Context: an optimization exercise on an open-source flow, tuned for small area. The choices shown serve that exercise and are no tape-out recipe.
The RTL was checked by simulation tests, not by an equivalence proof against the original design.
Power figures rest on the tool's default switching activity, not on a simulated workload.

## design.v

```verilog
`timescale 1ns/100ps
module rst_synch(clk, erst, rst, ena);
    parameter RSTSIZE = 4;
    parameter ENASIZE = 2;
    input clk;
    input erst;
    output rst;
    output ena;
    reg [RSTSIZE+ENASIZE-1:0] buff;
    assign rst = buff[RSTSIZE-1];
    assign ena = ~buff[RSTSIZE+ENASIZE-1];
    always @ (posedge clk or negedge erst) begin
        if (!erst)
            buff <= {(RSTSIZE+ENASIZE){1'd0}};
        else begin
            buff[RSTSIZE+ENASIZE-1:1] <= buff[RSTSIZE+ENASIZE-2:0];
            buff[0] <= 1'd1;
        end
    end
endmodule
`timescale 1ns/100ps
module counter(clk, rst, ena, dout);
    parameter NDATA = 128;
    localparam NDATA_LOG = $clog2(NDATA);
    input clk;
    input rst;
    input ena;
    output reg [NDATA_LOG-1:0] dout;
    wire [NDATA_LOG-1:0] dout_next;
    assign dout_next = dout + {{(NDATA_LOG-1){1'd0}}, 1'd1};
    always @ (posedge clk or negedge rst) begin
        if (!rst)
            dout <= {NDATA_LOG{1'd0}};
        else
            if (!ena)
                dout <= dout_next;
    end
endmodule
`timescale 1ns/100ps
module shift_reg(din, clk, load, dout);
    input din;
    input clk;
    input load;
    output reg [127:0] dout;
    reg [127:0] hist;
    always @ (posedge clk) begin
        hist <= {hist[126:0], din};
        if (load)
            dout <= {hist[126:0], hist[127]};
    end
endmodule
`timescale 1ns/100ps
module serial_buff(din, clk, ph, doutA, doutB);
    input din;
    input clk;
    input ph;
    output reg [127:0] doutA;
    output reg [127:0] doutB;
    always @ (posedge clk) begin
        doutA <= {doutA[126:0], ph ? doutA[127] : din};
        doutB <= {doutB[126:0], ph ? din : doutB[127]};
    end
endmodule
`timescale 1ns/100ps
module input_buff(din, clk, rst, ena, dout);
    input [3:0] din;
    input clk;
    input rst;
    input ena;
    output [3:0] dout;
    reg [7:0] dinBuff;
    assign dout = dinBuff[7:4];
    always @ (posedge clk or negedge rst) begin
        if (!rst)
            dinBuff <= 8'd0;
        else if (!ena) begin
            dinBuff[7:4] <= dinBuff[3:0];
            dinBuff[3:0] <= din;
        end
    end
endmodule
`timescale 1ns/100ps
module bintree(din, dout);
    input [127:0] din;
    output [7:0] dout;
    wire n0;
    wire n1;
    wire n2;
    wire n3;
    wire n4;
    wire n5;
    wire n6;
    wire n7;
    wire n8;
    wire n9;
    wire n10;
    wire n11;
    wire n12;
    wire n13;
    wire n14;
    wire n15;
    wire n16;
    wire n17;
    wire n18;
    wire n19;
    wire n20;
    wire n21;
    wire n22;
    wire n23;
    wire n24;
    wire n25;
    wire n26;
    wire n27;
    wire n28;
    wire n29;
    wire n30;
    wire n31;
    wire n32;
    wire n33;
    wire n34;
    wire n35;
    wire n36;
    wire n37;
    wire n38;
    wire n39;
    wire n40;
    wire n41;
    wire n42;
    wire n43;
    wire n44;
    wire n45;
    wire n46;
    wire n47;
    wire n48;
    wire n49;
    wire n50;
    wire n51;
    wire n52;
    wire n53;
    wire n54;
    wire n55;
    wire n56;
    wire n57;
    wire n58;
    wire n59;
    wire n60;
    wire n61;
    wire n62;
    wire n63;
    wire n64;
    wire n65;
    wire n66;
    wire n67;
    wire n68;
    wire n69;
    wire n70;
    wire n71;
    wire n72;
    wire n73;
    wire n74;
    wire n75;
    wire n76;
    wire n77;
    wire n78;
    wire n79;
    wire n80;
    wire n81;
    wire n82;
    wire n83;
    wire n84;
    wire n85;
    wire n86;
    wire n87;
    wire n88;
    wire n89;
    wire n90;
    wire n91;
    wire n92;
    wire n93;
    wire n94;
    wire n95;
    wire n96;
    wire n97;
    wire n98;
    wire n99;
    wire n100;
    wire n101;
    wire n102;
    wire n103;
    wire n104;
    wire n105;
    wire n106;
    wire n107;
    wire n108;
    wire n109;
    wire n110;
    wire n111;
    wire n112;
    wire n113;
    wire n114;
    wire n115;
    wire n116;
    wire n117;
    wire n118;
    wire n119;
    wire n120;
    wire n121;
    wire n122;
    wire n123;
    wire n124;
    wire n125;
    wire n126;
    wire n127;
    wire n128;
    wire n129;
    wire n130;
    wire n131;
    wire n132;
    wire n133;
    wire n134;
    wire n135;
    wire n136;
    wire n137;
    wire n138;
    wire n139;
    wire n140;
    wire n141;
    wire n142;
    wire n143;
    wire n144;
    wire n145;
    wire n146;
    wire n147;
    wire n148;
    wire n149;
    wire n150;
    wire n151;
    wire n152;
    wire n153;
    wire n154;
    wire n155;
    wire n156;
    wire n157;
    wire n158;
    wire n159;
    wire n160;
    wire n161;
    wire n162;
    wire n163;
    wire n164;
    wire n165;
    wire n166;
    wire n167;
    wire n168;
    wire n169;
    wire n170;
    wire n171;
    wire n172;
    wire n173;
    wire n174;
    wire n175;
    wire n176;
    wire n177;
    wire n178;
    wire n179;
    wire n180;
    wire n181;
    wire n182;
    wire n183;
    wire n184;
    wire n185;
    wire n186;
    wire n187;
    wire n188;
    wire n189;
    wire n190;
    wire n191;
    wire n192;
    wire n193;
    wire n194;
    wire n195;
    wire n196;
    wire n197;
    wire n198;
    wire n199;
    wire n200;
    wire n201;
    wire n202;
    wire n203;
    wire n204;
    wire n205;
    wire n206;
    wire n207;
    wire n208;
    wire n209;
    wire n210;
    wire n211;
    wire n212;
    wire n213;
    wire n214;
    wire n215;
    wire n216;
    wire n217;
    wire n218;
    wire n219;
    wire n220;
    wire n221;
    wire n222;
    wire n223;
    wire n224;
    wire n225;
    wire n226;
    wire n227;
    wire n228;
    wire n229;
    wire n230;
    wire n231;
    wire n232;
    wire n233;
    wire n234;
    wire n235;
    wire n236;
    wire n237;
    wire n238;
    wire n239;
    wire n240;
    wire n241;
    wire n242;
    wire n243;
    wire n244;
    wire n245;
    wire n246;
    wire n247;
    wire n248;
    wire n249;
    wire n250;
    wire n251;
    wire n252;
    wire n253;
    fadd fa2 (.a(din[0]), .b(din[1]), .c(din[2]), .s(n0), .co(n1));
    fadd fa4 (.a(din[3]), .b(din[4]), .c(din[5]), .s(n2), .co(n3));
    fadd fa6 (.a(din[6]), .b(din[7]), .c(din[8]), .s(n4), .co(n5));
    fadd fa8 (.a(din[9]), .b(din[10]), .c(din[11]), .s(n6), .co(n7));
    fadd fa10 (.a(din[12]), .b(din[13]), .c(din[14]), .s(n8), .co(n9));
    fadd fa12 (.a(din[15]), .b(din[16]), .c(din[17]), .s(n10), .co(n11));
    fadd fa14 (.a(din[18]), .b(din[19]), .c(din[20]), .s(n12), .co(n13));
    fadd fa16 (.a(din[21]), .b(din[22]), .c(din[23]), .s(n14), .co(n15));
    fadd fa18 (.a(din[24]), .b(din[25]), .c(din[26]), .s(n16), .co(n17));
    fadd fa20 (.a(din[27]), .b(din[28]), .c(din[29]), .s(n18), .co(n19));
    fadd fa22 (.a(din[30]), .b(din[31]), .c(din[32]), .s(n20), .co(n21));
    fadd fa24 (.a(din[33]), .b(din[34]), .c(din[35]), .s(n22), .co(n23));
    fadd fa26 (.a(din[36]), .b(din[37]), .c(din[38]), .s(n24), .co(n25));
    fadd fa28 (.a(din[39]), .b(din[40]), .c(din[41]), .s(n26), .co(n27));
    fadd fa30 (.a(din[42]), .b(din[43]), .c(din[44]), .s(n28), .co(n29));
    fadd fa32 (.a(din[45]), .b(din[46]), .c(din[47]), .s(n30), .co(n31));
    fadd fa34 (.a(din[48]), .b(din[49]), .c(din[50]), .s(n32), .co(n33));
    fadd fa36 (.a(din[51]), .b(din[52]), .c(din[53]), .s(n34), .co(n35));
    fadd fa38 (.a(din[54]), .b(din[55]), .c(din[56]), .s(n36), .co(n37));
    fadd fa40 (.a(din[57]), .b(din[58]), .c(din[59]), .s(n38), .co(n39));
    fadd fa42 (.a(din[60]), .b(din[61]), .c(din[62]), .s(n40), .co(n41));
    fadd fa44 (.a(din[63]), .b(din[64]), .c(din[65]), .s(n42), .co(n43));
    fadd fa46 (.a(din[66]), .b(din[67]), .c(din[68]), .s(n44), .co(n45));
    fadd fa48 (.a(din[69]), .b(din[70]), .c(din[71]), .s(n46), .co(n47));
    fadd fa50 (.a(din[72]), .b(din[73]), .c(din[74]), .s(n48), .co(n49));
    fadd fa52 (.a(din[75]), .b(din[76]), .c(din[77]), .s(n50), .co(n51));
    fadd fa54 (.a(din[78]), .b(din[79]), .c(din[80]), .s(n52), .co(n53));
    fadd fa56 (.a(din[81]), .b(din[82]), .c(din[83]), .s(n54), .co(n55));
    fadd fa58 (.a(din[84]), .b(din[85]), .c(din[86]), .s(n56), .co(n57));
    fadd fa60 (.a(din[87]), .b(din[88]), .c(din[89]), .s(n58), .co(n59));
    fadd fa62 (.a(din[90]), .b(din[91]), .c(din[92]), .s(n60), .co(n61));
    fadd fa64 (.a(din[93]), .b(din[94]), .c(din[95]), .s(n62), .co(n63));
    fadd fa66 (.a(din[96]), .b(din[97]), .c(din[98]), .s(n64), .co(n65));
    fadd fa68 (.a(din[99]), .b(din[100]), .c(din[101]), .s(n66), .co(n67));
    fadd fa70 (.a(din[102]), .b(din[103]), .c(din[104]), .s(n68), .co(n69));
    fadd fa72 (.a(din[105]), .b(din[106]), .c(din[107]), .s(n70), .co(n71));
    fadd fa74 (.a(din[108]), .b(din[109]), .c(din[110]), .s(n72), .co(n73));
    fadd fa76 (.a(din[111]), .b(din[112]), .c(din[113]), .s(n74), .co(n75));
    fadd fa78 (.a(din[114]), .b(din[115]), .c(din[116]), .s(n76), .co(n77));
    fadd fa80 (.a(din[117]), .b(din[118]), .c(din[119]), .s(n78), .co(n79));
    fadd fa82 (.a(din[120]), .b(din[121]), .c(din[122]), .s(n80), .co(n81));
    fadd fa84 (.a(din[123]), .b(din[124]), .c(din[125]), .s(n82), .co(n83));
    fadd fa86 (.a(n0), .b(n2), .c(n4), .s(n84), .co(n85));
    fadd fa88 (.a(n6), .b(n8), .c(n10), .s(n86), .co(n87));
    fadd fa90 (.a(n12), .b(n14), .c(n16), .s(n88), .co(n89));
    fadd fa92 (.a(n18), .b(n20), .c(n22), .s(n90), .co(n91));
    fadd fa94 (.a(n24), .b(n26), .c(n28), .s(n92), .co(n93));
    fadd fa96 (.a(n30), .b(n32), .c(n34), .s(n94), .co(n95));
    fadd fa98 (.a(n36), .b(n38), .c(n40), .s(n96), .co(n97));
    fadd fa100 (.a(n42), .b(n44), .c(n46), .s(n98), .co(n99));
    fadd fa102 (.a(n48), .b(n50), .c(n52), .s(n100), .co(n101));
    fadd fa104 (.a(n54), .b(n56), .c(n58), .s(n102), .co(n103));
    fadd fa106 (.a(n60), .b(n62), .c(n64), .s(n104), .co(n105));
    fadd fa108 (.a(n66), .b(n68), .c(n70), .s(n106), .co(n107));
    fadd fa110 (.a(n72), .b(n74), .c(n76), .s(n108), .co(n109));
    fadd fa112 (.a(n78), .b(n80), .c(n82), .s(n110), .co(n111));
    fadd fa114 (.a(n1), .b(n3), .c(n5), .s(n112), .co(n113));
    fadd fa116 (.a(n7), .b(n9), .c(n11), .s(n114), .co(n115));
    fadd fa118 (.a(n13), .b(n15), .c(n17), .s(n116), .co(n117));
    fadd fa120 (.a(n19), .b(n21), .c(n23), .s(n118), .co(n119));
    fadd fa122 (.a(n25), .b(n27), .c(n29), .s(n120), .co(n121));
    fadd fa124 (.a(n31), .b(n33), .c(n35), .s(n122), .co(n123));
    fadd fa126 (.a(n37), .b(n39), .c(n41), .s(n124), .co(n125));
    fadd fa128 (.a(n43), .b(n45), .c(n47), .s(n126), .co(n127));
    fadd fa130 (.a(n49), .b(n51), .c(n53), .s(n128), .co(n129));
    fadd fa132 (.a(n55), .b(n57), .c(n59), .s(n130), .co(n131));
    fadd fa134 (.a(n61), .b(n63), .c(n65), .s(n132), .co(n133));
    fadd fa136 (.a(n67), .b(n69), .c(n71), .s(n134), .co(n135));
    fadd fa138 (.a(n73), .b(n75), .c(n77), .s(n136), .co(n137));
    fadd fa140 (.a(n79), .b(n81), .c(n83), .s(n138), .co(n139));
    fadd fa142 (.a(n84), .b(n86), .c(n88), .s(n140), .co(n141));
    fadd fa144 (.a(n90), .b(n92), .c(n94), .s(n142), .co(n143));
    fadd fa146 (.a(n96), .b(n98), .c(n100), .s(n144), .co(n145));
    fadd fa148 (.a(n102), .b(n104), .c(n106), .s(n146), .co(n147));
    fadd fa150 (.a(n108), .b(n110), .c(din[126]), .s(n148), .co(n149));
    fadd fa152 (.a(n85), .b(n87), .c(n89), .s(n150), .co(n151));
    fadd fa154 (.a(n91), .b(n93), .c(n95), .s(n152), .co(n153));
    fadd fa156 (.a(n97), .b(n99), .c(n101), .s(n154), .co(n155));
    fadd fa158 (.a(n103), .b(n105), .c(n107), .s(n156), .co(n157));
    fadd fa160 (.a(n109), .b(n111), .c(n112), .s(n158), .co(n159));
    fadd fa162 (.a(n114), .b(n116), .c(n118), .s(n160), .co(n161));
    fadd fa164 (.a(n120), .b(n122), .c(n124), .s(n162), .co(n163));
    fadd fa166 (.a(n126), .b(n128), .c(n130), .s(n164), .co(n165));
    fadd fa168 (.a(n132), .b(n134), .c(n136), .s(n166), .co(n167));
    fadd fa170 (.a(n113), .b(n115), .c(n117), .s(n168), .co(n169));
    fadd fa172 (.a(n119), .b(n121), .c(n123), .s(n170), .co(n171));
    fadd fa174 (.a(n125), .b(n127), .c(n129), .s(n172), .co(n173));
    fadd fa176 (.a(n131), .b(n133), .c(n135), .s(n174), .co(n175));
    fadd fa178 (.a(n140), .b(n142), .c(n144), .s(n176), .co(n177));
    fadd fa180 (.a(n146), .b(n148), .c(din[127]), .s(n178), .co(n179));
    fadd fa182 (.a(n141), .b(n143), .c(n145), .s(n180), .co(n181));
    fadd fa184 (.a(n147), .b(n149), .c(n150), .s(n182), .co(n183));
    fadd fa186 (.a(n152), .b(n154), .c(n156), .s(n184), .co(n185));
    fadd fa188 (.a(n158), .b(n160), .c(n162), .s(n186), .co(n187));
    fadd fa190 (.a(n164), .b(n166), .c(n138), .s(n188), .co(n189));
    fadd fa192 (.a(n151), .b(n153), .c(n155), .s(n190), .co(n191));
    fadd fa194 (.a(n157), .b(n159), .c(n161), .s(n192), .co(n193));
    fadd fa196 (.a(n163), .b(n165), .c(n167), .s(n194), .co(n195));
    fadd fa198 (.a(n168), .b(n170), .c(n172), .s(n196), .co(n197));
    fadd fa200 (.a(n174), .b(n137), .c(n139), .s(n198), .co(n199));
    fadd fa202 (.a(n169), .b(n171), .c(n173), .s(n200), .co(n201));
    fadd fa204 (.a(n177), .b(n179), .c(n180), .s(n202), .co(n203));
    fadd fa206 (.a(n182), .b(n184), .c(n186), .s(n204), .co(n205));
    fadd fa208 (.a(n181), .b(n183), .c(n185), .s(n206), .co(n207));
    fadd fa210 (.a(n187), .b(n189), .c(n190), .s(n208), .co(n209));
    fadd fa212 (.a(n192), .b(n194), .c(n196), .s(n210), .co(n211));
    fadd fa214 (.a(n191), .b(n193), .c(n195), .s(n212), .co(n213));
    fadd fa216 (.a(n197), .b(n199), .c(n200), .s(n214), .co(n215));
    fadd fa218 (.a(n202), .b(n204), .c(n188), .s(n216), .co(n217));
    fadd fa220 (.a(n203), .b(n205), .c(n206), .s(n218), .co(n219));
    fadd fa222 (.a(n208), .b(n210), .c(n198), .s(n220), .co(n221));
    fadd fa224 (.a(n207), .b(n209), .c(n211), .s(n222), .co(n223));
    fadd fa226 (.a(n212), .b(n214), .c(n175), .s(n224), .co(n225));
    fadd fa228 (.a(n213), .b(n215), .c(n201), .s(n226), .co(n227));
    fadd fa230 (.a(n217), .b(n218), .c(n220), .s(n228), .co(n229));
    fadd fa232 (.a(n219), .b(n221), .c(n222), .s(n230), .co(n231));
    fadd fa234 (.a(n223), .b(n225), .c(n226), .s(n232), .co(n233));
    fadd fa236 (.a(n229), .b(n230), .c(n224), .s(n234), .co(n235));
    fadd fa238 (.a(n235), .b(n231), .c(n232), .s(n236), .co(n237));
    fadd fa240 (.a(n237), .b(n233), .c(n227), .s(n238), .co(n239));
    hadd ha242 (.a(n176), .b(n178), .s(n240), .co(n241));
    hadd ha244 (.a(n216), .b(n241), .s(n242), .co(n243));
    hadd ha246 (.a(n228), .b(n243), .s(n244), .co(n245));
    hadd ha248 (.a(n234), .b(n245), .s(n246), .co(n247));
    hadd ha250 (.a(n236), .b(n247), .s(n248), .co(n249));
    hadd ha252 (.a(n238), .b(n249), .s(n250), .co(n251));
    hadd ha254 (.a(n239), .b(n251), .s(n252), .co(n253));
    assign dout = {n253, n252, n250, n248, n246, n244, n242, n240};
endmodule
module fadd(a, b, c, s, co);
    input a, b, c;
    output s, co;
    assign s = a ^ b ^ c;
    assign co = (a & b) | (a & c) | (b & c);
endmodule
module hadd(a, b, s, co);
    input a, b;
    output s, co;
    assign s = a ^ b;
    assign co = a & b;
endmodule
`timescale 1ns/100ps
module xcorr_proc(dinA, dinB0, dinB1, sel, seln, dout);
    input [127:0] dinA;
    input [127:0] dinB0;
    input [127:0] dinB1;
    input sel;
    input seln;
    output [7:0] dout;
    wire [127:0] nprod;
    genvar i;
    generate
        for (i = 0; i < 128; i = i + 1) begin: gbit
            xcorr_bit xcorrBitInst (
                .a (dinA[i]),
                .b0 (dinB0[i]),
                .b1 (dinB1[i]),
                .s (sel),
                .sn (seln),
                .y (nprod[i])
            );
        end
    endgenerate
    bintree bintreeInst (
        .din (nprod),
        .dout (dout)
    );
endmodule
module xcorr_bit(a, b0, b1, s, sn, y);
    input a, b0, b1, s, sn;
    output y;
    assign y = ~(a & (b1 | sn) & (b0 | s));
endmodule
`timescale 1ns/100ps
module proc_comp(clk, cntin, din, dout);
    input clk;
    input [6:0] cntin;
    input [7:0] din;
    output reg [6:0] dout;
    reg [7:0] best;
    wire first = (cntin == 7'd1);
    wire inwin = (cntin != 7'd0) && (cntin < 7'd125);
    wire upd = first | (inwin & (din < best));
    always @ (posedge clk) begin
        if (upd) begin
            best <= din;
            dout <= cntin - 7'd1;
        end
    end
endmodule
`timescale 1ns/100ps
module proc_array(dinRef, din, clk, rst, ph, phn, valid, cntin, dout);
    input [127:0] dinRef;
    input din;
    input clk;
    input rst;
    input ph;
    input phn;
    input valid;
    input [6:0] cntin;
    output reg [6:0] dout;
    wire [127:0] dinSigA;
    wire [127:0] dinSigB;
    wire [7:0] score;
    wire [6:0] bestId;
    serial_buff serialBuffInst (
        .din (din),
        .clk (clk),
        .ph (ph),
        .doutA (dinSigA),
        .doutB (dinSigB)
    );
    xcorr_proc xcorrProcInst (
        .dinA (dinRef),
        .dinB0 (dinSigB),
        .dinB1 (dinSigA),
        .sel (ph),
        .seln (phn),
        .dout (score)
    );
    proc_comp procCompInst (
        .clk (clk),
        .cntin (cntin),
        .din (score),
        .dout (bestId)
    );
    always @ (posedge clk or negedge rst) begin
        if (!rst)
            dout <= 7'd0;
        else if (cntin == 7'd0)
            dout <= valid ? bestId : 7'd0;
    end
endmodule
module output_lut(din, dout);
    input [6:0] din;
    output reg [8:0] dout;
    always @ (*)
                case (din)
                    0: dout = 9'd90;
                    1: dout = 9'd89;
                    2: dout = 9'd88;
                    3: dout = 9'd87;
                    4: dout = 9'd86;
                    5: dout = 9'd85;
                    6: dout = 9'd85;
                    7: dout = 9'd84;
                    8: dout = 9'd83;
                    9: dout = 9'd82;
                    10: dout = 9'd81;
                    11: dout = 9'd80;
                    12: dout = 9'd79;
                    13: dout = 9'd78;
                    14: dout = 9'd77;
                    15: dout = 9'd76;
                    16: dout = 9'd75;
                    17: dout = 9'd74;
                    18: dout = 9'd73;
                    19: dout = 9'd72;
                    20: dout = 9'd71;
                    21: dout = 9'd71;
                    22: dout = 9'd70;
                    23: dout = 9'd69;
                    24: dout = 9'd68;
                    25: dout = 9'd67;
                    26: dout = 9'd66;
                    27: dout = 9'd65;
                    28: dout = 9'd64;
                    29: dout = 9'd63;
                    30: dout = 9'd62;
                    31: dout = 9'd61;
                    32: dout = 9'd59;
                    33: dout = 9'd58;
                    34: dout = 9'd57;
                    35: dout = 9'd56;
                    36: dout = 9'd55;
                    37: dout = 9'd54;
                    38: dout = 9'd53;
                    39: dout = 9'd52;
                    40: dout = 9'd51;
                    41: dout = 9'd49;
                    42: dout = 9'd48;
                    43: dout = 9'd47;
                    44: dout = 9'd46;
                    45: dout = 9'd44;
                    46: dout = 9'd43;
                    47: dout = 9'd42;
                    48: dout = 9'd40;
                    49: dout = 9'd39;
                    50: dout = 9'd37;
                    51: dout = 9'd36;
                    52: dout = 9'd34;
                    53: dout = 9'd33;
                    54: dout = 9'd31;
                    55: dout = 9'd29;
                    56: dout = 9'd27;
                    57: dout = 9'd25;
                    58: dout = 9'd23;
                    59: dout = 9'd21;
                    60: dout = 9'd18;
                    61: dout = 9'd14;
                    62: dout = 9'd10;
                    63: dout = 9'd0;
                    64: dout = 9'd0;
                    65: dout = 9'd180;
                    66: dout = 9'd170;
                    67: dout = 9'd166;
                    68: dout = 9'd162;
                    69: dout = 9'd159;
                    70: dout = 9'd157;
                    71: dout = 9'd155;
                    72: dout = 9'd153;
                    73: dout = 9'd151;
                    74: dout = 9'd149;
                    75: dout = 9'd147;
                    76: dout = 9'd146;
                    77: dout = 9'd144;
                    78: dout = 9'd143;
                    79: dout = 9'd141;
                    80: dout = 9'd140;
                    81: dout = 9'd138;
                    82: dout = 9'd137;
                    83: dout = 9'd136;
                    84: dout = 9'd134;
                    85: dout = 9'd133;
                    86: dout = 9'd132;
                    87: dout = 9'd131;
                    88: dout = 9'd129;
                    89: dout = 9'd128;
                    90: dout = 9'd127;
                    91: dout = 9'd126;
                    92: dout = 9'd125;
                    93: dout = 9'd124;
                    94: dout = 9'd123;
                    95: dout = 9'd122;
                    96: dout = 9'd121;
                    97: dout = 9'd119;
                    98: dout = 9'd118;
                    99: dout = 9'd117;
                    100: dout = 9'd116;
                    101: dout = 9'd115;
                    102: dout = 9'd114;
                    103: dout = 9'd113;
                    104: dout = 9'd112;
                    105: dout = 9'd111;
                    106: dout = 9'd110;
                    107: dout = 9'd109;
                    108: dout = 9'd109;
                    109: dout = 9'd108;
                    110: dout = 9'd107;
                    111: dout = 9'd106;
                    112: dout = 9'd105;
                    113: dout = 9'd104;
                    114: dout = 9'd103;
                    115: dout = 9'd102;
                    116: dout = 9'd101;
                    117: dout = 9'd100;
                    118: dout = 9'd99;
                    119: dout = 9'd98;
                    120: dout = 9'd97;
                    121: dout = 9'd96;
                    122: dout = 9'd95;
                    123: dout = 9'd95;
                    124: dout = 9'd94;
                    125: dout = 9'd93;
                    126: dout = 9'd92;
                    127: dout = 9'd91;
                endcase
endmodule
`timescale 1ns/100ps
module addthree(din, dout);
    input [3:0] din;
    output reg [3:0] dout;
    always @ (*) begin
        case (din)
            4'd0: dout = 4'd0;
            4'd1: dout = 4'd1;
            4'd2: dout = 4'd2;
            4'd3: dout = 4'd3;
            4'd4: dout = 4'd4;
            4'd5: dout = 4'd8;
            4'd6: dout = 4'd9;
            4'd7: dout = 4'd10;
            4'd8: dout = 4'd11;
            4'd9: dout = 4'd12;
            default: dout = 4'd0;
        endcase
    end
endmodule
`timescale 1ns/100ps
module bcd(din, dout);
    input [8:0] din;
    output [11:0] dout;
    wire [3:0] dat [0:8];
    addthree at0 ({1'd0, din[8:6]}, dat[0]);
    addthree at1 ({dat[0][2:0], din[5]}, dat[1]);
    addthree at2 ({dat[1][2:0], din[4]}, dat[2]);
    addthree at3 ({dat[2][2:0], din[3]}, dat[3]);
    addthree at4 ({dat[3][2:0], din[2]}, dat[4]);
    addthree at5 ({dat[4][2:0], din[1]}, dat[5]);
    addthree at6 ({1'd0, dat[0][3], dat[1][3], dat[2][3]}, dat[6]);
    addthree at7 ({dat[6][2:0], dat[3][3]}, dat[7]);
    addthree at8 ({dat[7][2:0], dat[4][3]}, dat[8]);
    assign dout = {1'd0, dat[6][3], dat[7][3], dat[8], dat[5], din[0]};
endmodule
`timescale 1ns/100ps
module sevenseg(din, dout);
    input [3:0] din;
    output reg [6:0] dout;
    always @ (*) begin
        case (din)
            0: dout = 7'b1000000;
            1: dout = 7'b1111001;
            2: dout = 7'b0100100;
            3: dout = 7'b0110000;
            4: dout = 7'b0011001;
            5: dout = 7'b0010010;
            6: dout = 7'b0000010;
            7: dout = 7'b1111000;
            8: dout = 7'b0000000;
            9: dout = 7'b0010000;
            default: dout = 7'b1111111;
        endcase
    end
endmodule
`timescale 1ns/100ps
module output_proc(din, clk, rst, cntin, dout);
    input [6:0] din;
    input clk;
    input rst;
    input [6:0] cntin;
    output reg [20:0] dout;
    wire [8:0] lutout;
    wire [11:0] bcdout;
    wire [20:0] dout_next;
    output_lut outputLutInst(din, lutout);
    bcd bcdInst(lutout, bcdout);
    sevenseg sevensegInstA(bcdout[3:0], dout_next[6:0]);
    sevenseg sevensegInstB(bcdout[7:4], dout_next[13:7]);
    sevenseg sevensegInstC(bcdout[11:8], dout_next[20:14]);
    always @ (posedge clk or negedge rst) begin
        if (!rst)
            dout <= 21'd1;
        else if (cntin == 7'd4)
            dout <= dout_next;
    end
endmodule
`timescale 1ns/100ps
module ssl(clk, erst, din, dIdA, dIdB, dIdC, dSsA);
    input clk;
    input erst;
    input [3:0] din;
    output [6:0] dIdA;
    output [6:0] dIdB;
    output [6:0] dIdC;
    output [20:0] dSsA;
    wire rst;
    wire ena;
    wire [6:0] cntin;
    wire [3:0] dline;
    wire [127:0] dinRef;
    reg ph;
    reg valid0, valid1;
    rst_synch #(4, 2) rstSynchInst (
        .clk (clk),
        .erst (erst),
        .rst (rst),
        .ena (ena)
    );
    counter #(128) counterInst (
        .clk (clk),
        .rst (rst),
        .ena (ena),
        .dout (cntin)
    );
    input_buff inputBuffInst (
        .din (din),
        .clk (clk),
        .rst (rst),
        .ena (ena),
        .dout (dline)
    );
    always @ (posedge clk or negedge rst) begin
        if (!rst) begin
            ph <= 1'b0;
            valid0 <= 1'b0;
            valid1 <= 1'b0;
        end
        else if (cntin == 7'd127) begin
            ph <= ~ph;
            valid0 <= 1'b1;
            valid1 <= valid0;
        end
    end
    shift_reg refInst (
        .din (dline[0]),
        .clk (clk),
        .load (cntin == 7'd0),
        .dout (dinRef)
    );
    proc_array procArrayA (
        .dinRef (dinRef), .din (dline[1]), .clk (clk), .rst (rst),
        .ph (ph), .phn (~ph), .valid (valid1), .cntin (cntin), .dout (dIdA)
    );
    proc_array procArrayB (
        .dinRef (dinRef), .din (dline[2]), .clk (clk), .rst (rst),
        .ph (ph), .phn (~ph), .valid (valid1), .cntin (cntin), .dout (dIdB)
    );
    proc_array procArrayC (
        .dinRef (dinRef), .din (dline[3]), .clk (clk), .rst (rst),
        .ph (ph), .phn (~ph), .valid (valid1), .cntin (cntin), .dout (dIdC)
    );
    output_proc outputProcA (
        .din (dIdA),
        .clk (clk),
        .rst (rst),
        .cntin (cntin),
        .dout (dSsA)
    );
endmodule
```

## run.sh

```bash
#!/bin/bash
# synth_recipe.tcl (not shown) runs the flow's synth.tcl, then flattens the netlist and writes it again
# the make line also repeats each setting of config.mk as NAME=value (left out here)
make -C /OpenROAD-flow-scripts/flow DESIGN_CONFIG=/design/flow/config.mk WORK_HOME=/design/flow/orfs CLKGATE_MAP_FILE= SYNTH_SCRIPT=/design/flow/synth_recipe.tcl finish
```

## config.mk

```make
export PLATFORM = sky130hd
export DESIGN_NAME = ssl
export DESIGN_NICKNAME = ssl
export VERILOG_FILES = /design/flow/design.v
export SDC_FILE = /design/flow/constraint.sdc
export NUM_CORES = 4
export LEC_CHECK = 0
export CAP_MARGIN = 20
export CORE_MARGIN = 2
export CORE_UTILIZATION = 40
export SLEW_MARGIN = 20
export SYNTH_HIERARCHICAL = 1
export SYNTH_MINIMUM_KEEP_SIZE = 0
```

## constraint.sdc

```tcl
create_clock -name core_clock -period 15.0 [get_ports {clk}]
set_input_delay 3.0000 -clock core_clock [delete_from_list [all_inputs] [get_ports {clk}]]
set_output_delay 3.0000 -clock core_clock [all_outputs]
set_load 0.01 [all_outputs]
```

==> flow_summary_export.csv, run 1 <==
group,metric,value,unit
outcome,status,"complete, no violations",
finish,drive_gt1_share,28.3,%
finish,num_antenna_cells,0,
yosys,synth_edf_count,173,
flow_run,cap_violations,0,
floorplanning,die_x,333,µm
finish,fill_cells,9030,
grt,grtUsageMet3,3.05,%
floorplanning,fp-row-count,120,
setup_path,crit_required,15.33,ns
cts,numCtsBuffers,112,
yosys,synth_area_per_cell,16.5,µm²
finish,layout_common_cells,"dfxtp_1 (896), o221ai_2 (384), fa_1 (267)",
setup_path,worstSetupStartpointType,"flop",
cts,root_buffer,"clkbuf_16",
pwr,leakagePower,15.2,nW
grt,top_usage_layer,"met2",
sta,tightest_slew,1.25,ns
cts,cts_hold_buf,0,
grt,grt_pass1_vias,24000,
grt,antenna_found_initial,0,
cts,clk_latency,0.69,ns
route,drc,0,
grt,grt_remaining_overflow,0,
cts,htree_levels,3,
route,avgViaCountPerCell,5.13,
floorplanning,io-pin-count,48,
route,wl_per_cell,21.3,µm
sta,fmax,97.2,MHz
cts,cts_resized,0,
finish,final_util,46.3,%
setup_path,critPathKind,"reg -> reg",
finish,final_cells,4243,
setup_path,crit_path_end_kind,"flop",
sta,timing.slew.headroom,16.7,%
sta,finalCritPeriodShare,68.6,%
sta,finalSetupViolCount,0,
setup_path,rrSetupSlack,4.71,ns
cts,cts_tree,"yes",
grt,gr-usage-all-layers,16.6,%
yosys,syn-cell-area,43200,µm²
route,wl,90.5,mm
floorplanning,fp.dieArea,111000,µm²
sta,fin_ws,4.71,ns
placement,dpl.hpwl,65.6,mm
cts,cts.sinks,1135,
yosys,synth-main-ff-cell,"dfxtp_1",
yosys,yosysUniqueCellTypes,74,
placement,gp_congestion,0.852,
cts,clockBufferDepth,3,
floorplanning,core_area,107000,µm²
pwr,power_density,150,nW/µm²
floorplanning,die_h,333,µm
cts,clk_pin_slew,0.06,ns
grt,grt_max_degree,140,
pwr,peakVddDrop,0.133,mV
grt,use_met2,27.7,%
yosys,synth.ff_latch_count,1135,
route,first_iter_violations,1202,
route,ant_nets,0,
yosys,synth_cells,2612,
floorplanning,start_util,40.4,%
sta,clock_skew,0.0495,ns
grt,grt_pass1_wl,142,mm
cts,cts_setup_buffers,0,
finish,layout.nets,3189,
setup_path,critPathMaxFanout,64,
placement,place_ws,4.43,ns
route,vias,21800,
grt,use_met1,21.8,%
placement,dp.cells,4032,
yosys,yosysWarningCount,19,
route,drtPass1Iterations,5,
sta,finalMaxSlewViolations,0,
setup_path,worstPathArrival,10.62,ns
sta,rsz0062_at_grt,"false",
sta,min_period,10.29,ns
finish,areaGrowthSynthToFinish,14.8,%
yosys,ys_seq_area_share,57.4,%
placement,portBuffers,47,
sta,final-hold-violation-count,0,
finish,final_common_cell,"dfxtp_1",
min_path,holdCritPathClass,"reg -> async",
yosys,ys_async_sr_fraction,5.81,%
[logic make-up after synthesis]
| family | count (synthesis) | share of synthesized area [%] |
|---|---|---|
| flops | 1135 | 57.4 |
| compound gates | 551 | 15.9 |
| fa+ha+maj | 440 | 19.0 |
| simple gates | 260 | 3.72 |
| buf+inv | 137 | 1.68 |
| mux | 62 | 1.79 |
| xor+xnor | 24 | 0.487 |
| other cells | 3 | 0.0261 |
[state kept, by name, indices dropped and copies added, names as in the netlist, 21 cells and up]
name                             flops
procArrayA.serialBuffInst.doutA    128
procArrayB.serialBuffInst.doutA    128
procArrayC.serialBuffInst.doutA    128
procArrayB.serialBuffInst.doutB    128
procArrayC.serialBuffInst.doutB    128
refInst.dout                       128
outputProcA.dout                    21
procArrayA.serialBuffInst.doutB    128
refInst.hist                       128
[worst max-delay path: stages (launching register included)]
cell      delay (ns)
dfrtp_4         0.84
buf_4           0.69
buf_6           0.70
buf_4           0.85
o221ai_2        0.25
fa_1            0.52
fa_1            0.54
fa_1            0.58
fa_1            0.49
fa_1            0.55
fa_1            0.45
fa_2            0.42
fa_2            0.40
fa_2            0.35
fa_1            0.57
ha_2            0.23
ha_4            0.21
ha_4            0.21
o21ai_1         0.15
nor2_1          0.07
a211oi_1        0.21
a22o_2          0.42
[cell usage after synthesis, types with 10 or more instances]
library cell,n,area (µm²)
edfxtp_1,173,5190
dfrtp_1,65,1630
buf_2,13,65.1
ha_1,80,1000
buf_6,10,113
a211oi_1,14,105
or3b_2,19,166
nor3_1,13,65.1
nand2b_1,30,188
fa_1,360,7210
o221ai_2,384,5770
inv_1,75,282
xor2_1,15,131
or2b_1,13,97.6
nand2_1,45,169
o311ai_1,11,96.3
a31oi_1,10,62.6
o22ai_1,12,75.1
o31ai_1,14,105
nor2_1,57,214
o21ai_0,37,185
a21oi_1,31,155
buf_4,32,240
mux2i_1,25,250
dfxtp_1,896,17900
mux2_4,28,420
[layout make-up]
| class | count | area, µm² | share of cell area (%) |
|---|---|---|---|
| clock buffers | 152 | 3210 | 6.47 |
| clock inverters | 59 | 601 | 1.21 |
| multi-input cells | 1354 | 18300 | 36.9 |
| well taps | 1403 | 1760 | 3.54 |
| repair buffers | 65 | 647 | 1.30 |
| inverters | 75 | 289 | 0.583 |
| flip-flops and latches | 1135 | 24800 | 50.0 |
[routing by layer]
layer | up-vias | wire length, µm
met4 | 0 | 2470
met5 | - | 0
li1 | 10100 | -
met1 | 11200 | 40300
met2 | 370 | 44300
met3 | 139 | 3480
[final timing paths]
kind / startpoint / endpoint / cells past startpoint
worst max-delay path: ph / procArrayC.procCompInst.dout[2] / 21
worst min-delay path: rstSynchInst.buff[3] / inputBuffInst.dinBuff[0] / 0
worst max register to register: ph / procArrayC.procCompInst.dout[2] / 21
worst min register to register: rstSynchInst.buff[3] / inputBuffInst.dinBuff[0] / 0
max in group asynchronous: erst / rstSynchInst.buff[3] / 1
min in group core_clock: refInst.hist[62] / refInst.hist[63] / 0
[modules after synthesis, one instance, submodules excluded, a selection]
module / flip-flops and latches / cells
serial_buff: 256 / 258
sevenseg: 0 / 33
output_proc: 21 / 47
proc_array: 7 / 31
ssl: 3 / 12
addthree: 0 / 13
proc_comp: 15 / 62
xcorr_bit: 0 / 1
[metrics by stage]
stage / total power [mW] / hold WS, ns / cell area, µm² / TNS [ns]
after detailed placement: 4.67 / 0.114 / 45800 / 0
after floorplan: 4.40 / 0.327 / 43900 / -1505.22
final: 7.42 / 0.109 / 49600 / 0
after CTS: 7.50 / 0.121 / 49600 / 0
after global placement: 4.63 / 0.112 / 45800 / 0
after global routing: 7.74 / 0.129 / 49600 / 0
[power by group]
group | leakage, nW | internal [mW] | switching [mW]
Sequential | 9.78 | 3.47 | 0.187
Combinational | 3.55 | 0.387 | 0.550
Clock | 1.87 | 1.63 | 1.19
Total | 15.2 | 5.49 | 1.92
==> run 2, diff against run 1 <==
--- a/design.v
+++ b/design.v
@@ -513,20 +513,4 @@
 `timescale 1ns/100ps
-module proc_comp(clk, cntin, din, dout);
-    input clk;
-    input [6:0] cntin;
-    input [7:0] din;
-    output reg [6:0] dout;
-    reg [7:0] best;
-    wire first = (cntin == 7'd1);
-    wire inwin = (cntin != 7'd0) && (cntin < 7'd125);
-    wire upd = first | (inwin & (din < best));
-    always @ (posedge clk) begin
-        if (upd) begin
-            best <= din;
-            dout <= cntin - 7'd1;
-        end
-    end
-endmodule
-`timescale 1ns/100ps
-module proc_array(dinRef, din, clk, rst, ph, phn, valid, cntin, dout);
+module proc_array(dinRef, din, clk, rst, ph, phn, first, inwin, lag, cnt0,
+                  valid, dout);
     input [127:0] dinRef;
@@ -537,4 +521,7 @@
     input phn;
-    input valid;
-    input [6:0] cntin;
+    input first;         
+    input inwin;         
+    input [6:0] lag;     
+    input cnt0;          
+    input valid;         
     output reg [6:0] dout;
@@ -543,3 +530,4 @@
     wire [7:0] score;
-    wire [6:0] bestId;
+    reg [7:0] best;
+    reg [6:0] bestId;
     serial_buff serialBuffInst (
@@ -559,8 +547,8 @@
     );
-    proc_comp procCompInst (
-        .clk (clk),
-        .cntin (cntin),
-        .din (score),
-        .dout (bestId)
-    );
+    always @ (posedge clk) begin
+        if (first | (inwin & (score < best))) begin
+            best <= score;
+            bestId <= lag;
+        end
+    end
     always @ (posedge clk or negedge rst) begin
@@ -568,3 +556,3 @@
             dout <= 7'd0;
-        else if (cntin == 7'd0)
+        else if (cnt0)
             dout <= valid ? bestId : 7'd0;
@@ -572,190 +560,137 @@
 endmodule
+`timescale 1ns/100ps
 module output_lut(din, dout);
     input [6:0] din;
-    output reg [8:0] dout;
-    always @ (*)
-                case (din)
-                    0: dout = 9'd90;
-                    1: dout = 9'd89;
-                    2: dout = 9'd88;
-                    3: dout = 9'd87;
-                    4: dout = 9'd86;
-                    5: dout = 9'd85;
-                    6: dout = 9'd85;
-                    7: dout = 9'd84;
-                    8: dout = 9'd83;
-                    9: dout = 9'd82;
-                    10: dout = 9'd81;
-                    11: dout = 9'd80;
-                    12: dout = 9'd79;
-                    13: dout = 9'd78;
-                    14: dout = 9'd77;
-                    15: dout = 9'd76;
-                    16: dout = 9'd75;
-                    17: dout = 9'd74;
-                    18: dout = 9'd73;
-                    19: dout = 9'd72;
-                    20: dout = 9'd71;
-                    21: dout = 9'd71;
-                    22: dout = 9'd70;
-                    23: dout = 9'd69;
-                    24: dout = 9'd68;
-                    25: dout = 9'd67;
-                    26: dout = 9'd66;
-                    27: dout = 9'd65;
-                    28: dout = 9'd64;
-                    29: dout = 9'd63;
-                    30: dout = 9'd62;
-                    31: dout = 9'd61;
-                    32: dout = 9'd59;
-                    33: dout = 9'd58;
-                    34: dout = 9'd57;
-                    35: dout = 9'd56;
-                    36: dout = 9'd55;
-                    37: dout = 9'd54;
-                    38: dout = 9'd53;
-                    39: dout = 9'd52;
-                    40: dout = 9'd51;
-                    41: dout = 9'd49;
-                    42: dout = 9'd48;
-                    43: dout = 9'd47;
-                    44: dout = 9'd46;
-                    45: dout = 9'd44;
-                    46: dout = 9'd43;
-                    47: dout = 9'd42;
-                    48: dout = 9'd40;
-                    49: dout = 9'd39;
-                    50: dout = 9'd37;
-                    51: dout = 9'd36;
-                    52: dout = 9'd34;
-                    53: dout = 9'd33;
-                    54: dout = 9'd31;
-                    55: dout = 9'd29;
-                    56: dout = 9'd27;
-                    57: dout = 9'd25;
-                    58: dout = 9'd23;
-                    59: dout = 9'd21;
-                    60: dout = 9'd18;
-                    61: dout = 9'd14;
-                    62: dout = 9'd10;
-                    63: dout = 9'd0;
-                    64: dout = 9'd0;
-                    65: dout = 9'd180;
-                    66: dout = 9'd170;
-                    67: dout = 9'd166;
-                    68: dout = 9'd162;
-                    69: dout = 9'd159;
-                    70: dout = 9'd157;
-                    71: dout = 9'd155;
-                    72: dout = 9'd153;
-                    73: dout = 9'd151;
-                    74: dout = 9'd149;
-                    75: dout = 9'd147;
-                    76: dout = 9'd146;
-                    77: dout = 9'd144;
-                    78: dout = 9'd143;
-                    79: dout = 9'd141;
-                    80: dout = 9'd140;
-                    81: dout = 9'd138;
-                    82: dout = 9'd137;
-                    83: dout = 9'd136;
-                    84: dout = 9'd134;
-                    85: dout = 9'd133;
-                    86: dout = 9'd132;
-                    87: dout = 9'd131;
-                    88: dout = 9'd129;
-                    89: dout = 9'd128;
-                    90: dout = 9'd127;
-                    91: dout = 9'd126;
-                    92: dout = 9'd125;
-                    93: dout = 9'd124;
-                    94: dout = 9'd123;
-                    95: dout = 9'd122;
-                    96: dout = 9'd121;
-                    97: dout = 9'd119;
-                    98: dout = 9'd118;
-                    99: dout = 9'd117;
-                    100: dout = 9'd116;
-                    101: dout = 9'd115;
-                    102: dout = 9'd114;
-                    103: dout = 9'd113;
-                    104: dout = 9'd112;
-                    105: dout = 9'd111;
-                    106: dout = 9'd110;
-                    107: dout = 9'd109;
-                    108: dout = 9'd109;
-                    109: dout = 9'd108;
-                    110: dout = 9'd107;
-                    111: dout = 9'd106;
-                    112: dout = 9'd105;
-                    113: dout = 9'd104;
-                    114: dout = 9'd103;
-                    115: dout = 9'd102;
-                    116: dout = 9'd101;
-                    117: dout = 9'd100;
-                    118: dout = 9'd99;
-                    119: dout = 9'd98;
-                    120: dout = 9'd97;
-                    121: dout = 9'd96;
-                    122: dout = 9'd95;
-                    123: dout = 9'd95;
-                    124: dout = 9'd94;
-                    125: dout = 9'd93;
-                    126: dout = 9'd92;
-                    127: dout = 9'd91;
-                endcase
-endmodule
-`timescale 1ns/100ps
-module addthree(din, dout);
-    input [3:0] din;
-    output reg [3:0] dout;
-    always @ (*) begin
-        case (din)
-            4'd0: dout = 4'd0;
-            4'd1: dout = 4'd1;
-            4'd2: dout = 4'd2;
-            4'd3: dout = 4'd3;
-            4'd4: dout = 4'd4;
-            4'd5: dout = 4'd8;
-            4'd6: dout = 4'd9;
-            4'd7: dout = 4'd10;
-            4'd8: dout = 4'd11;
-            4'd9: dout = 4'd12;
-            default: dout = 4'd0;
-        endcase
-    end
-endmodule
-`timescale 1ns/100ps
-module bcd(din, dout);
-    input [8:0] din;
-    output [11:0] dout;
-    wire [3:0] dat [0:8];
-    addthree at0 ({1'd0, din[8:6]}, dat[0]);
-    addthree at1 ({dat[0][2:0], din[5]}, dat[1]);
-    addthree at2 ({dat[1][2:0], din[4]}, dat[2]);
-    addthree at3 ({dat[2][2:0], din[3]}, dat[3]);
-    addthree at4 ({dat[3][2:0], din[2]}, dat[4]);
-    addthree at5 ({dat[4][2:0], din[1]}, dat[5]);
-    addthree at6 ({1'd0, dat[0][3], dat[1][3], dat[2][3]}, dat[6]);
-    addthree at7 ({dat[6][2:0], dat[3][3]}, dat[7]);
-    addthree at8 ({dat[7][2:0], dat[4][3]}, dat[8]);
-    assign dout = {1'd0, dat[6][3], dat[7][3], dat[8], dat[5], din[0]};
-endmodule
-`timescale 1ns/100ps
-module sevenseg(din, dout);
-    input [3:0] din;
-    output reg [6:0] dout;
+    output reg [20:0] dout;
     always @ (*) begin
         case (din)
-            0: dout = 7'b1000000;
-            1: dout = 7'b1111001;
-            2: dout = 7'b0100100;
-            3: dout = 7'b0110000;
-            4: dout = 7'b0011001;
-            5: dout = 7'b0010010;
-            6: dout = 7'b0000010;
-            7: dout = 7'b1111000;
-            8: dout = 7'b0000000;
-            9: dout = 7'b0010000;
-            default: dout = 7'b1111111;
+            7'd0: dout = 21'b100000000100001000000;
+            7'd1: dout = 21'b100000000000000010000;
+            7'd2: dout = 21'b100000000000000000000;
+            7'd3: dout = 21'b100000000000001111000;
+            7'd4: dout = 21'b100000000000000000010;
+            7'd5: dout = 21'b100000000000000010010;
+            7'd6: dout = 21'b100000000000000010010;
+            7'd7: dout = 21'b100000000000000011001;
+            7'd8: dout = 21'b100000000000000110000;
+            7'd9: dout = 21'b100000000000000100100;
+            7'd10: dout = 21'b100000000000001111001;
+            7'd11: dout = 21'b100000000000001000000;
+            7'd12: dout = 21'b100000011110000010000;
+            7'd13: dout = 21'b100000011110000000000;
+            7'd14: dout = 21'b100000011110001111000;
+            7'd15: dout = 21'b100000011110000000010;
+            7'd16: dout = 21'b100000011110000010010;
+            7'd17: dout = 21'b100000011110000011001;
+            7'd18: dout = 21'b100000011110000110000;
+            7'd19: dout = 21'b100000011110000100100;
+            7'd20: dout = 21'b100000011110001111001;
+            7'd21: dout = 21'b100000011110001111001;
+            7'd22: dout = 21'b100000011110001000000;
+            7'd23: dout = 21'b100000000000100010000;
+            7'd24: dout = 21'b100000000000100000000;
+            7'd25: dout = 21'b100000000000101111000;
+            7'd26: dout = 21'b100000000000100000010;
+            7'd27: dout = 21'b100000000000100010010;
+            7'd28: dout = 21'b100000000000100011001;
+            7'd29: dout = 21'b100000000000100110000;
+            7'd30: dout = 21'b100000000000100100100;
+            7'd31: dout = 21'b100000000000101111001;
+            7'd32: dout = 21'b100000000100100010000;
+            7'd33: dout = 21'b100000000100100000000;
+            7'd34: dout = 21'b100000000100101111000;
+            7'd35: dout = 21'b100000000100100000010;
+            7'd36: dout = 21'b100000000100100010010;
+            7'd37: dout = 21'b100000000100100011001;
+            7'd38: dout = 21'b100000000100100110000;
+            7'd39: dout = 21'b100000000100100100100;
+            7'd40: dout = 21'b100000000100101111001;
+            7'd41: dout = 21'b100000000110010010000;
+            7'd42: dout = 21'b100000000110010000000;
+            7'd43: dout = 21'b100000000110011111000;
+            7'd44: dout = 21'b100000000110010000010;
+            7'd45: dout = 21'b100000000110010011001;
+            7'd46: dout = 21'b100000000110010110000;
+            7'd47: dout = 21'b100000000110010100100;
+            7'd48: dout = 21'b100000000110011000000;
+            7'd49: dout = 21'b100000001100000010000;
+            7'd50: dout = 21'b100000001100001111000;
+            7'd51: dout = 21'b100000001100000000010;
+            7'd52: dout = 21'b100000001100000011001;
+            7'd53: dout = 21'b100000001100000110000;
+            7'd54: dout = 21'b100000001100001111001;
+            7'd55: dout = 21'b100000001001000010000;
+            7'd56: dout = 21'b100000001001001111000;
+            7'd57: dout = 21'b100000001001000010010;
+            7'd58: dout = 21'b100000001001000110000;
+            7'd59: dout = 21'b100000001001001111001;
+            7'd60: dout = 21'b100000011110010000000;
+            7'd61: dout = 21'b100000011110010011001;
+            7'd62: dout = 21'b100000011110011000000;
+            7'd63: dout = 21'b100000010000001000000;
+            7'd64: dout = 21'b100000010000001000000;
+            7'd65: dout = 21'b111100100000001000000;
+            7'd66: dout = 21'b111100111110001000000;
+            7'd67: dout = 21'b111100100000100000010;
+            7'd68: dout = 21'b111100100000100100100;
+            7'd69: dout = 21'b111100100100100010000;
+            7'd70: dout = 21'b111100100100101111000;
+            7'd71: dout = 21'b111100100100100010010;
+            7'd72: dout = 21'b111100100100100110000;
+            7'd73: dout = 21'b111100100100101111001;
+            7'd74: dout = 21'b111100100110010010000;
+            7'd75: dout = 21'b111100100110011111000;
+            7'd76: dout = 21'b111100100110010000010;
+            7'd77: dout = 21'b111100100110010011001;
+            7'd78: dout = 21'b111100100110010110000;
+            7'd79: dout = 21'b111100100110011111001;
+            7'd80: dout = 21'b111100100110011000000;
+            7'd81: dout = 21'b111100101100000000000;
+            7'd82: dout = 21'b111100101100001111000;
+            7'd83: dout = 21'b111100101100000000010;
+            7'd84: dout = 21'b111100101100000011001;
+            7'd85: dout = 21'b111100101100000110000;
+            7'd86: dout = 21'b111100101100000100100;
+            7'd87: dout = 21'b111100101100001111001;
+            7'd88: dout = 21'b111100101001000010000;
+            7'd89: dout = 21'b111100101001000000000;
+            7'd90: dout = 21'b111100101001001111000;
+            7'd91: dout = 21'b111100101001000000010;
+            7'd92: dout = 21'b111100101001000010010;
+            7'd93: dout = 21'b111100101001000011001;
+            7'd94: dout = 21'b111100101001000110000;
+            7'd95: dout = 21'b111100101001000100100;
+            7'd96: dout = 21'b111100101001001111001;
+            7'd97: dout = 21'b111100111110010010000;
+            7'd98: dout = 21'b111100111110010000000;
+            7'd99: dout = 21'b111100111110011111000;
+            7'd100: dout = 21'b111100111110010000010;
+            7'd101: dout = 21'b111100111110010010010;
+            7'd102: dout = 21'b111100111110010011001;
+            7'd103: dout = 21'b111100111110010110000;
+            7'd104: dout = 21'b111100111110010100100;
+            7'd105: dout = 21'b111100111110011111001;
+            7'd106: dout = 21'b111100111110011000000;
+            7'd107: dout = 21'b111100110000000010000;
+            7'd108: dout = 21'b111100110000000010000;
+            7'd109: dout = 21'b111100110000000000000;
+            7'd110: dout = 21'b111100110000001111000;
+            7'd111: dout = 21'b111100110000000000010;
+            7'd112: dout = 21'b111100110000000010010;
+            7'd113: dout = 21'b111100110000000011001;
+            7'd114: dout = 21'b111100110000000110000;
+            7'd115: dout = 21'b111100110000000100100;
+            7'd116: dout = 21'b111100110000001111001;
+            7'd117: dout = 21'b111100110000001000000;
+            7'd118: dout = 21'b100000000100000010000;
+            7'd119: dout = 21'b100000000100000000000;
+            7'd120: dout = 21'b100000000100001111000;
+            7'd121: dout = 21'b100000000100000000010;
+            7'd122: dout = 21'b100000000100000010010;
+            7'd123: dout = 21'b100000000100000010010;
+            7'd124: dout = 21'b100000000100000011001;
+            7'd125: dout = 21'b100000000100000110000;
+            7'd126: dout = 21'b100000000100000100100;
+            7'd127: dout = 21'b100000000100001111001;
+            default: dout = 21'd0;
         endcase
@@ -764,3 +699,3 @@
 `timescale 1ns/100ps
-module output_proc(din, clk, rst, cntin, dout);
+module output_proc(din, clk, rst, load, dout);
     input [6:0] din;
@@ -768,17 +703,21 @@
     input rst;
-    input [6:0] cntin;
-    output reg [20:0] dout;
-    wire [8:0] lutout;
-    wire [11:0] bcdout;
-    wire [20:0] dout_next;
-    output_lut outputLutInst(din, lutout);
-    bcd bcdInst(lutout, bcdout);
-    sevenseg sevensegInstA(bcdout[3:0], dout_next[6:0]);
-    sevenseg sevensegInstB(bcdout[7:4], dout_next[13:7]);
-    sevenseg sevensegInstC(bcdout[11:8], dout_next[20:14]);
+    input load;
+    output [20:0] dout;
+    reg [6:0] idx;
+    reg loaded;
+    wire [20:0] seg;
+    output_lut outputLutInst (
+        .din (idx),
+        .dout (seg)
+    );
+    assign dout = loaded ? seg : 21'd1;
     always @ (posedge clk or negedge rst) begin
         if (!rst)
-            dout <= 21'd1;
-        else if (cntin == 7'd4)
-            dout <= dout_next;
+            loaded <= 1'b0;
+        else if (load)
+            loaded <= 1'b1;
+    end
+    always @ (posedge clk) begin
+        if (load)
+            idx <= din;
     end
@@ -832,2 +771,6 @@
     end
+    wire cnt0 = (cntin == 7'd0);
+    wire first = (cntin == 7'd1);
+    wire inwin = (cntin != 7'd0) && (cntin < 7'd125);
+    wire [6:0] lag = cntin - 7'd1;
     shift_reg refInst (
@@ -835,3 +778,3 @@
         .clk (clk),
-        .load (cntin == 7'd0),
+        .load (cnt0),
         .dout (dinRef)
@@ -840,3 +783,4 @@
         .dinRef (dinRef), .din (dline[1]), .clk (clk), .rst (rst),
-        .ph (ph), .phn (~ph), .valid (valid1), .cntin (cntin), .dout (dIdA)
+        .ph (ph), .phn (~ph), .first (first), .inwin (inwin), .lag (lag),
+        .cnt0 (cnt0), .valid (valid1), .dout (dIdA)
     );
@@ -844,3 +788,4 @@
         .dinRef (dinRef), .din (dline[2]), .clk (clk), .rst (rst),
-        .ph (ph), .phn (~ph), .valid (valid1), .cntin (cntin), .dout (dIdB)
+        .ph (ph), .phn (~ph), .first (first), .inwin (inwin), .lag (lag),
+        .cnt0 (cnt0), .valid (valid1), .dout (dIdB)
     );
@@ -848,3 +793,4 @@
         .dinRef (dinRef), .din (dline[3]), .clk (clk), .rst (rst),
-        .ph (ph), .phn (~ph), .valid (valid1), .cntin (cntin), .dout (dIdC)
+        .ph (ph), .phn (~ph), .first (first), .inwin (inwin), .lag (lag),
+        .cnt0 (cnt0), .valid (valid1), .dout (dIdC)
     );
@@ -854,3 +800,3 @@
         .rst (rst),
-        .cntin (cntin),
+        .load (cntin == 7'd4),
         .dout (dSsA)
==> flow/run.sh (new file) <==
#!/bin/bash
# Own layout flow: the standard synthesis, then the standard ORFS layout
# with three changes:
#  * combinational cells in the synthesized netlist start at their smallest
#    drive strength (downsize.py); repair_design and repair_timing size up
#    whatever needs it;
#  * floorplan removes synthesis buffers instead of sizing on wire-load
#    estimates (REMOVE_ABC_BUFFERS);
#  * CTS uses small clock buffers and no dummy loads.
set -euo pipefail
R=orfs/results/${FLOW_PLATFORM}/ssl/base

bash standard.sh synth > synth.log 2>&1
cp $R/1_2_yosys.v synth_netlist.v
python3 flow/downsize.py $R/1_2_yosys.v > downsize.log 2>&1

CTS="-sink_clustering_enable -repair_clock_nets -dont_use_dummy_load"
CTS="$CTS -buf_list ${CTS_BUF:-sky130_fd_sc_hd__clkbuf_4}"
bash standard.sh REMOVE_ABC_BUFFERS=1 "CTS_ARGS=$CTS" finish > layout.log 2>&1
==> flow/downsize.py (new file) <==
#!/usr/bin/env python3
"""Rewrite a sky130hd gate-level netlist so that every combinational cell is
the smallest drive strength of its function (same cell family, same pins).
Flip-flops, tie cells and clock cells are left alone."""
import re
import sys

LIB = '/OpenROAD-flow-scripts/flow/platforms/sky130hd/lib/sky130_fd_sc_hd__tt_025C_1v80.lib'
DONT = ('probe', 'lpflow', 'df', 'sdf', 'edf', 'dl', 'conb', 'clk', 'tap',
        'fill', 'decap', 'diode', 'mux4')


def areas():
    t = open(LIB).read()
    res = {}
    for m in re.finditer(r'\n\s*cell\s*\(\s*"?(\w+)"?\s*\)', t):
        a = re.search(r'area\s*:\s*([\d.]+)', t[m.end():m.end() + 5000])
        if a:
            res[m.group(1)] = float(a.group(1))
    return res


def main(path):
    area = areas()
    fam = {}
    for c in area:
        m = re.match(r'(sky130_fd_sc_hd__\w+?)_(\d+)$', c)
        if m:
            fam.setdefault(m.group(1), []).append(c)
    best = {}
    for base, cells in fam.items():
        if any(k in base[len('sky130_fd_sc_hd__'):] for k in DONT):
            continue
        small = min(cells, key=lambda c: (area[c], int(c.rsplit('_', 1)[1])))
        for c in cells:
            if c != small and area[c] > area[small]:
                best[c] = small
    text = open(path).read()
    count = {}

    def sub(m):
        c = m.group(1)
        if c in best:
            count[c] = count.get(c, 0) + 1
            return best[c] + m.group(2)
        return m.group(0)

    text = re.sub(r'\b(sky130_fd_sc_hd__\w+)(\s+\S+\s*\()', sub, text)
    open(path, 'w').write(text)
    for c, n in sorted(count.items()):
        print('%5d %s -> %s' % (n, c, best[c]))


if __name__ == '__main__':
    main(sys.argv[1])
==> standard.sh (new file) <==
#!/bin/bash
# synth_recipe.tcl (not shown) runs the flow's synth.tcl, then flattens the netlist and writes it again
# the make line also repeats each setting of config.mk as NAME=value (left out here)
make -C /OpenROAD-flow-scripts/flow DESIGN_CONFIG=/design/flow/config.mk WORK_HOME=/design/flow/orfs CLKGATE_MAP_FILE= SYNTH_SCRIPT=/design/flow/synth_recipe.tcl "${@:-finish}"
--- a/config.mk
+++ b/config.mk
@@ -9,3 +9,3 @@
 export CORE_MARGIN = 2
-export CORE_UTILIZATION = 40
+export CORE_UTILIZATION = 50
 export SLEW_MARGIN = 20
removed: run.sh
==> run 2 against run 1 <==
Worst hold slack improved by 0.16 ns. Global-route usage increased by 5.3 points. Still clean on timing, DRC and antenna. Largest power group unchanged. Non-clock buffer count decreased by 6.
==> flow_summary_export.csv, run 2 <==
group,metric,value,unit
sta,clock_skew,0.0897,ns
route,drc,0,
sta,fin_ws,4.34,ns
route,routed-wl-met2,40.0,mm
route,ant_nets,0,
placement,dp.cells,3451,
cts,cts_setup_buffers,0,
setup_path,path_delay_family,"adder cells",
route,vias,21100,
pwr,power_density,145,nW/µm²
finish,drive_gt1_share,12.1,%
finish,fill_cells,6245,
sta,timing.slew.headroom,28.6,%
sta,fmax,93.8,MHz
grt,grt_max_degree,211,
sta,min_period,10.66,ns
placement,dpl.hpwl,58.3,mm
yosys,yosysWarningCount,15,
grt,grt_pass1_vias,23400,
pwr,peakVddDrop,0.144,mV
floorplanning,start_util,50.7,%
setup_path,worstPathArrival,11.40,ns
cts,cts.sinks,1122,
route,avgViaCountPerCell,5.63,
floorplanning,die_x,282,µm
yosys,syn-cell-area,38700,µm²
sta,finalCritPeriodShare,71.1,%
placement,place_ws,3.88,ns
floorplanning,fp.dieArea,79600,µm²
pwr,leakagePower,13.3,nW
finish,final_cells,3753,
sta,finalMaxSlewViolations,0,
cts,cts_hold_buf,0,
cts,cts_tree,"yes",
finish,areaGrowthSynthToFinish,9.99,%
cts,clk_latency,1.07,ns
cts,cts_resized,0,
floorplanning,die_h,282,µm
sta,final-hold-violation-count,0,
yosys,synth_area_per_cell,15.9,µm²
min_path,holdCritPathClass,"reg -> reg",
route,dr_wl_met3,3.53,mm
placement,portBuffers,45,
grt,antenna_found_initial,2,
floorplanning,fp-row-count,101,
cts,root_buffer,"clkbuf_4",
sta,tightest_slew,1.07,ns
setup_path,cp_num_buf_inv,3,
route,first_iter_violations,1320,
finish,layout.nets,3145,
route,highest_layer,"met4",
cts,htree_levels,5,
setup_path,slowest_stage,"dfrtp_4",
flow_run,cap_violations,0,
route,met1_length,37.2,mm
grt,grt_remaining_overflow,0,
route,wl_per_cell,22.2,µm
setup_path,worstSetupStartpointType,"flop",
setup_path,slowest_delay,1.01,ns
grt,gr-usage-all-layers,21.8,%
route,drtPass1Iterations,5,
sta,rsz0062_at_grt,"false",
sta,finalSetupViolCount,0,
route,wl,83.3,mm
setup_path,crit_path_end_kind,"flop",
setup_path,critPathKind,"reg -> reg",
placement,gp_congestion,0.878,
cts,clk_pin_slew,0.06,ns
setup_path,crit_chain,"buf_6 -> buf_4 -> o221ai_1 -> fa_1 -> fa_1 -> fa_1 -> fa_1 -> fa_1 -> fa_1 -> fa_1 -> fa_1 -> fa_1 -> fa_1 -> ha_1 -> ha_1 -> ha_1 -> a21o_1 -> a211oi_1 -> a2bb2oi_1 -> buf_4",
outcome,status,"complete, no violations",
grt,grt_pass1_wl,132,mm
sta,holdWs,0.271,ns
setup_path,crit_top_cell,"fa_1",
cts,clockBufferDepth,4,
setup_path,critPathMaxFanout,99,
finish,final_common_cell,"dfxtp_1",
setup_path,crit_required,15.73,ns
floorplanning,core_area,76300,µm²
floorplanning,io-pin-count,48,
yosys,synth_cells,2434,
cts,numCtsBuffers,296,
finish,layout_common_cells,"dfxtp_1 (896), o221ai_1 (386), fa_1 (360)",
==> run 2: area by class of cell <==
cell class | count | area [µm²] | share of cell area [%]
repair buffers | 59 | 596 | 1.40
multi-input cells | 1183 | 13700 | 32.2
flip-flops and latches | 1122 | 24500 | 57.6
diodes | 5 | 12.5 | 0.0294
well taps | 1030 | 1290 | 3.03
clock buffers | 296 | 2220 | 5.22
inverters | 58 | 225 | 0.529
==> run 2: report_power, final <==
part           total, mW  leakage [nW]  switching [mW]  internal, mW
logic              0.738          2.33           0.490         0.248
registers           3.55          9.60           0.132          3.41
clock network       1.91          1.36            1.01         0.898
total               6.19          13.3            1.63          4.56
==> run 2: worst paths after layout <==
path | startpoint | slack (ns) | to | cells after the start
worst max-delay path | ph | 4.34 | procArrayB.bestId[0] | 20
worst min-delay path | procArrayC.serialBuffInst.doutA[37] | 0.27 | procArrayC.serialBuffInst.doutA[38] | 0
worst max register to register | ph | 4.34 | procArrayB.bestId[0] | 20
worst min register to register | procArrayC.serialBuffInst.doutA[37] | 0.27 | procArrayC.serialBuffInst.doutA[38] | 0
max in group asynchronous | erst | 12.59 | rstSynchInst.buff[3] | 1
min in group asynchronous | rstSynchInst.buff[3] | 0.40 | inputBuffInst.dinBuff[0] | 0
==> run 2: layer usage <==
layer  GRT usage [%]  vias up
met2            34.4      497
li1                -     9639
met4            9.80        0
met1            29.0    10900
met5               0        -
met3            5.13      153
==> run 2: stage by stage <==
step | utilization (%) | power [mW] | area, µm² | setup TNS (ns)
CTS | 55.7 | 6.29 | 42500 | 0
global route | 55.7 | 6.53 | 42600 | 0
global placement | 52.8 | 4.32 | 40300 | 0
detailed placement | 52.8 | 4.35 | 40300 | 0
finish | 55.7 | 6.19 | 42600 | 0
floorplan | - | 4.02 | 38400 | -624.09
==> run 2: worst register-to-register path: stages, from the launching register on <==
cell and delay [ns]:
dfrtp_4 1.01, buf_6 0.73, buf_4 0.88, o221ai_1 0.40, fa_1 0.63, fa_1 0.46, fa_1 0.56, fa_1 0.49
fa_1 0.52, fa_1 0.47, fa_1 0.46, fa_1 0.49, fa_1 0.47, fa_1 0.49, ha_1 0.21, ha_1 0.29
ha_1 0.33, a21o_1 0.17, a211oi_1 0.28, a2bb2oi_1 0.71, buf_4 0.33

-- port drivers added, routing unchanged --
The results above use ideal ports. As a check the final layouts listed here were re-extracted and re-timed, cells and wires unchanged.
Step 1 (the two cells are an assumption about what drives the block):
set clk [get_ports {clk}]
set_driving_cell -lib_cell sky130_fd_sc_hd__clkbuf_16 $clk
set_driving_cell -lib_cell sky130_fd_sc_hd__buf_2 [delete_from_list [all_inputs] $clk]
Step 2 adds t to the input delays and takes it off the output delays; t is the mean of the earliest and latest rising clock arrival at the registers after step 1. Input paths then give back, and output paths get back, about the clock's delay inside the block.
Three values: ideal ports, drivers, drivers and shift; two values: the first two.
run	t (ns)	setup WS [ns]	worst data-port slew with drivers (ns)	pins driven straight from the clock port
run 1	0.732	4.711 / 4.711 / 4.711	0.04	1
run 2	1.090	4.336 / 4.336 / 4.336	0.05	1
After both steps every run listed still meets setup and hold.
